This is an optimization exercise on Yosys and OpenROAD, whose aim is small area, a short achievable clock period and few clock cycles per item, not a production implementation. RTL that was checked went through simulation tests only; none was proved equivalent to the original.

==> delta: inputs <==
// NTTN
module NTTN (input             clk, reset,
             input             load_w,
             input             load_data,
             input             start,
             input             start_intt,
             input      [13:0] din,
             output reg        done,
             output reg [13:0] dout);
Settings: LEC_CHECK=0, CAP_MARGIN=20, CORE_MARGIN=2, CORE_UTILIZATION=60, SETUP_SLACK_MARGIN=3.2, SLEW_MARGIN=20; clock period 7.5 ns.
run.sh (not shown) runs the stock make flow with config.mk's settings and CLKGATE_MAP_FILE= SYNTH_SCRIPT=/design/flow/synth_recipe.tcl, a recipe that flattens the netlist after the stock synthesis.
==> inputs of xenon, as changes to delta <==
--- a/flow/design.v
+++ b/flow/design.v
@@ -57,16 +57,19 @@
 wire ma_53 = (~q[12] & ma_23) | (~q[12] & ma_24) | (ma_23 & ma_24);
 wire ma_54 = ~q[13] ^ ma_25 ^ ma_26;
 wire ma_55 = (~q[13] & ma_25) | (~q[13] & ma_26) | (ma_25 & ma_26);
 wire ma_56 = 1'b1 ^ ma_27;
 wire ma_57 = 1'b1 & ma_27;
-wire [14:0] s = a + b;
-wire [15:0] t = {1'b1, ma_55, ma_53, ma_51, ma_49, ma_47, ma_45, ma_43, ma_41, ma_39, ma_37, ma_35, ma_33, ma_31, ma_29, ma_0} + {ma_57, ma_56, ma_54, ma_52, ma_50, ma_48, ma_46, ma_44, ma_42, ma_40, ma_38, ma_36, ma_34, ma_32, ma_30, ma_28};
+wire [14:0] maa_s = {1'b0, a[13], a[12], a[11], a[10], a[9], a[8], a[7], a[6], a[5], a[4], a[3], a[2], a[1], a[0]} + {1'b0, b[13], b[12], b[11], b[10], b[9], b[8], b[7], b[6], b[5], b[4], b[3], b[2], b[1], b[0]};
+wire [16:0] mab_s = {1'b0, 1'b1, ma_55, ma_53, ma_51, ma_49, ma_47, ma_45, ma_43, ma_41, ma_39, ma_37, ma_35, ma_33, ma_31, ma_29, ma_0} + {1'b0, ma_57, ma_56, ma_54, ma_52, ma_50, ma_48, ma_46, ma_44, ma_42, ma_40, ma_38, ma_36, ma_34, ma_32, ma_30, ma_28};
+wire [14:0] s = {maa_s[14], maa_s[13], maa_s[12], maa_s[11], maa_s[10], maa_s[9], maa_s[8], maa_s[7], maa_s[6], maa_s[5], maa_s[4], maa_s[3], maa_s[2], maa_s[1], maa_s[0]};
+wire [15:0] t = {mab_s[15], mab_s[14], mab_s[13], mab_s[12], mab_s[11], mab_s[10], mab_s[9], mab_s[8], mab_s[7], mab_s[6], mab_s[5], mab_s[4], mab_s[3], mab_s[2], mab_s[1], mab_s[0]};
 assign y = t[15] ? s[13:0] : t[13:0];
 endmodule
 module MSUB (input [13:0] a, b, q, output [13:0] y);
-wire [14:0] d = {1'b0, a} - {1'b0, b};
+wire [15:0] msa_s = {1'b0, 1'b0, a[13], a[12], a[11], a[10], a[9], a[8], a[7], a[6], a[5], a[4], a[3], a[2], a[1], a[0]} + {1'b0, 1'b1, ~b[13], ~b[12], ~b[11], ~b[10], ~b[9], ~b[8], ~b[7], ~b[6], ~b[5], ~b[4], ~b[3], ~b[2], ~b[1], ~b[0]} + 1'b1;
+wire [14:0] d = {msa_s[14], msa_s[13], msa_s[12], msa_s[11], msa_s[10], msa_s[9], msa_s[8], msa_s[7], msa_s[6], msa_s[5], msa_s[4], msa_s[3], msa_s[2], msa_s[1], msa_s[0]};
 wire ms_0 = a[0] ^ ~b[0];
 wire ms_1 = a[0] & ~b[0];
 wire ms_2 = a[1] ^ ~b[1];
 wire ms_3 = a[1] & ~b[1];
 wire ms_4 = a[2] ^ ~b[2];
@@ -121,14 +124,15 @@
 wire ms_53 = (q[12] & ms_23) | (q[12] & ms_24) | (ms_23 & ms_24);
 wire ms_54 = q[13] ^ ms_25 ^ ms_26;
 wire ms_55 = (q[13] & ms_25) | (q[13] & ms_26) | (ms_25 & ms_26);
 wire ms_56 = 1'b1 ^ ms_27;
 wire ms_57 = 1'b1 & ms_27;
-wire [14:0] e = {ms_55, ms_53, ms_51, ms_49, ms_47, ms_45, ms_43, ms_41, ms_39, ms_37, ms_35, ms_33, ms_31, ms_29, ms_0} + {ms_56, ms_54, ms_52, ms_50, ms_48, ms_46, ms_44, ms_42, ms_40, ms_38, ms_36, ms_34, ms_32, ms_30, ms_28};
+wire [15:0] msb_s = {1'b0, ms_55, ms_53, ms_51, ms_49, ms_47, ms_45, ms_43, ms_41, ms_39, ms_37, ms_35, ms_33, ms_31, ms_29, ms_0} + {1'b0, ms_56, ms_54, ms_52, ms_50, ms_48, ms_46, ms_44, ms_42, ms_40, ms_38, ms_36, ms_34, ms_32, ms_30, ms_28};
+wire [14:0] e = {msb_s[14], msb_s[13], msb_s[12], msb_s[11], msb_s[10], msb_s[9], msb_s[8], msb_s[7], msb_s[6], msb_s[5], msb_s[4], msb_s[3], msb_s[2], msb_s[1], msb_s[0]};
 assign y = d[14] ? e[13:0] : d[13:0];
 endmodule
-module DIV32 (input [13:0] x, input [13:0] q, output [13:0] y);
+module DIV32 (input [13:0] x, input [13:0] q, output [13:0] ya, yb);
 wire [4:0] m = -x[4:0];
 wire dv_0 = x[9] ^ (m[0] & q[9]);
 wire dv_1 = x[9] & (m[0] & q[9]);
 wire dv_2 = x[10] ^ (m[0] & q[10]) ^ (m[1] & q[9]);
 wire dv_3 = (x[10] & (m[0] & q[10])) | (x[10] & (m[1] & q[9])) | ((m[0] & q[10]) & (m[1] & q[9]));
@@ -182,11 +186,12 @@
 wire dv_51 = (dv_18 & dv_31) | (dv_18 & dv_32) | (dv_31 & dv_32);
 wire dv_52 = dv_19 ^ dv_33 ^ dv_34;
 wire dv_53 = (dv_19 & dv_33) | (dv_19 & dv_34) | (dv_33 & dv_34);
 wire dv_54 = (m[3] & q[13]) ^ (m[4] & q[12]) ^ dv_35;
 wire dv_55 = ((m[3] & q[13]) & (m[4] & q[12])) | ((m[3] & q[13]) & dv_35) | ((m[4] & q[12]) & dv_35);
-assign y = {1'b0, (m[4] & q[13]), dv_53, dv_51, dv_49, dv_47, dv_45, dv_43, dv_41, dv_39, dv_37, (m[1] & q[6]), x[6], x[5]} + {1'b0, dv_55, dv_54, dv_52, dv_50, dv_48, dv_46, dv_44, dv_42, dv_40, dv_38, dv_36, (m[0] & q[6]), (|x[4:0])};
+assign ya = {1'b0, (m[4] & q[13]), dv_53, dv_51, dv_49, dv_47, dv_45, dv_43, dv_41, dv_39, dv_37, (m[1] & q[6]), x[6], x[5]};
+assign yb = {1'b0, dv_55, dv_54, dv_52, dv_50, dv_48, dv_46, dv_44, dv_42, dv_40, dv_38, dv_36, (m[0] & q[6]), (|x[4:0])};
 endmodule
 module ModMult (input clk,
                 input  [13:0] A, B,
                 input  [13:0] q,
                 output [13:0] C);
@@ -940,12 +945,14 @@
 wire fq_59 = (~q[13] & fq_25) | (~q[13] & fq_26) | (fq_25 & fq_26);
 wire fq_60 = 1'b1 ^ fq_27 ^ fq_28;
 wire fq_61 = (1'b1 & fq_27) | (1'b1 & fq_28) | (fq_27 & fq_28);
 wire fq_62 = 1'b1 ^ fq_29 ^ fq_30;
 wire fq_63 = (1'b1 & fq_29) | (1'b1 & fq_30) | (fq_29 & fq_30);
-wire [15:0] r3  = p3a + p3b;
-wire [15:0] r3q = {fq_61, fq_59, fq_57, fq_55, fq_53, fq_51, fq_49, fq_47, fq_45, fq_43, fq_41, fq_39, fq_37, fq_35, fq_33, fq_0} + {fq_62, fq_60, fq_58, fq_56, fq_54, fq_52, fq_50, fq_48, fq_46, fq_44, fq_42, fq_40, fq_38, fq_36, fq_34, fq_32};
+wire [16:0] fa_s = {1'b0, p3a[15], p3a[14], p3a[13], p3a[12], p3a[11], p3a[10], p3a[9], p3a[8], p3a[7], p3a[6], p3a[5], p3a[4], p3a[3], p3a[2], p3a[1], p3a[0]} + {1'b0, p3b[15], p3b[14], p3b[13], p3b[12], p3b[11], p3b[10], p3b[9], p3b[8], p3b[7], p3b[6], p3b[5], p3b[4], p3b[3], p3b[2], p3b[1], p3b[0]};
+wire [16:0] fb_s = {1'b0, fq_61, fq_59, fq_57, fq_55, fq_53, fq_51, fq_49, fq_47, fq_45, fq_43, fq_41, fq_39, fq_37, fq_35, fq_33, fq_0} + {1'b0, fq_62, fq_60, fq_58, fq_56, fq_54, fq_52, fq_50, fq_48, fq_46, fq_44, fq_42, fq_40, fq_38, fq_36, fq_34, fq_32};
+wire [15:0] r3  = {fa_s[15], fa_s[14], fa_s[13], fa_s[12], fa_s[11], fa_s[10], fa_s[9], fa_s[8], fa_s[7], fa_s[6], fa_s[5], fa_s[4], fa_s[3], fa_s[2], fa_s[1], fa_s[0]};
+wire [15:0] r3q = {fb_s[15], fb_s[14], fb_s[13], fb_s[12], fb_s[11], fb_s[10], fb_s[9], fb_s[8], fb_s[7], fb_s[6], fb_s[5], fb_s[4], fb_s[3], fb_s[2], fb_s[1], fb_s[0]};
 reg [13:0] Cr;
 always @(posedge clk) Cr <= r3q[15] ? r3[13:0] : r3q[13:0];
 assign C = Cr;
 endmodule
 module NTT_ROM(input [6:0] cnt, output reg v, output reg pa, output reg [3:0] ra0,
@@ -1174,17 +1181,17 @@
     osw4   <= intt_n && (oc_n[4:2] != 3'd0);
     osub   <= oc2_n[0] ^ (intt_n && !((oc2_n[4:2] == 3'd0) && !oc2_n[1]));
 end
 wire [13:0] o0 = B0[oa0];
 wire [13:0] o1 = B1[oa1];
-reg  [13:0] Ey0, Ey2, OPA, OPB, ZH, FH, R1, R2;
-wire [13:0] ysum, ydif, oadd, osb, odiv;
+reg  [13:0] Ey0, Ey2, OPA, OPB, ZH, FH, R1, R2, R2a, R2b;
+wire [13:0] ysum, ydif, oadd, osb, dva, dvb;
 MADD oma1(.a(Ey0), .b(Ey2), .q(q), .y(ysum));
 MSUB oms1(.a(Ey0), .b(Ey2), .q(q), .y(ydif));
 MADD oma2(.a(OPA), .b(OPB), .q(q), .y(oadd));
 MSUB oms2(.a(OPA), .b(OPB), .q(q), .y(osb));
-DIV32 odv(.x(R1), .q(q), .y(odiv));
+DIV32 odv(.x(R1), .q(q), .ya(dva), .yb(dvb));
 always @(posedge clk) begin
     Ey0 <= opar ? o1 : o0;
     Ey2 <= opar ? o0 : o1;
     if (oldf) begin
         OPB <= opar ? o0 : o1;
@@ -1194,12 +1201,14 @@
     end else if (oswp) begin
         OPA <= ZH;
         OPB <= FH;
     end
     R1   <= osub ? osb : oadd;
-    R2   <= intt ? odiv : R1;
-    dout <= R2;
+    R2   <= R1;
+    R2a  <= dva;
+    R2b  <= dvb;
+    dout <= intt ? R2a + R2b : R2;
 end
 always @(posedge clk or posedge reset) begin
     if (reset) done <= 1'b0;
     else       done <= act && (cnt == T0 - 2);
 end
==> flow/config.mk (replaced) <==
export PLATFORM = sky130hd
export DESIGN_NAME = NTTN
export DESIGN_NICKNAME = NTTN
export VERILOG_FILES = /design/flow/design.v
export SDC_FILE = /design/flow/constraint.sdc
export NUM_CORES = 4
export LEC_CHECK = 0
export CAP_MARGIN = 20
export CORE_MARGIN = 2
export CORE_UTILIZATION = 40
export SETUP_SLACK_MARGIN = 3.9
export SLEW_MARGIN = 20
==> summary of the runs <==
delta produced a clean layout. xenon finished clean. Of xenon and delta, delta has the higher hold slack (gap 0.0065 ns). Against xenon, the clock skew of delta is lower by 0.018 ns. Between delta and xenon, the lower first-iteration DRC count is in delta (gap about 2%, measured against xenon). Synthesized cell count: delta is smaller than xenon (2.2%). Cell count: delta is lower than xenon (about 12%). Of delta and xenon, xenon has the higher routed wire length (gap 0.63%, measured against xenon).
==> figures <==
quantity                                                  delta               xenon
Setup skew after layout                               0.0393 ns           0.0570 ns
Wire length on met3                                    11000 µm            11000 µm
Clk sinks                                                  1287                1311
Post-route minimum period                               4.17 ns             3.76 ns
Initial cell density of the core                          60.7%               40.3%
Post-synthesis mux area share                             13.3%               13.1%
Run status                                       finished clean      finished clean
Combined area of the multi-input logic cells          33500 µm²           35300 µm²
Last element of the critical path                 S1[0]$_DFF_P_  mm.p2b[11]$_DFF_P_
Post-route worst hold slack                            0.319 ns            0.313 ns
Setup Fix Bufs, Post-CTS                                      8                  89
Worst hold path endpoint                      SD[5][10]$_DFF_P_    SD[3][4]$_DFF_P_
Testbench counts of xenon, summed over its fixed seeds: cycles 6,208, transforms 64.
For delta, only the layout was checked, not whether the RTL still works.

-- afterwards: timing with drivers on the ports --
How much do the figures lean on ideal ports? The routed layouts below were timed once more, with nothing changed but the port constraints.
Step 1 (the two cells are an assumption about what drives the block):
set clk [get_ports {clk}]
set_driving_cell -lib_cell sky130_fd_sc_hd__clkbuf_16 $clk
set_driving_cell -lib_cell sky130_fd_sc_hd__buf_2 [delete_from_list [all_inputs] $clk]
Step 2 times the ports against the registers' clock, not the clock port: input delays grow and output delays shrink by t, the midpoint of the rising clock arrivals with the driver on.
Three values: ideal ports, drivers, drivers and shift; two values: the first two.
| run | shift t [ns] | slack for setup (ns) | worst hold slack (ns) | worst register clock-pin slew, ns |
|---|---|---|---|---|
| delta | 0.812 | 3.334 / 3.334 / 3.334 | 0.319 / 0.319 / 0.319 | 0.07 / 0.07 |
| xenon | 0.849 | 3.743 / 3.743 / 3.743 | 0.313 / 0.313 / 0.313 | 0.07 / 0.07 |
After both steps every run listed still meets setup and hold.
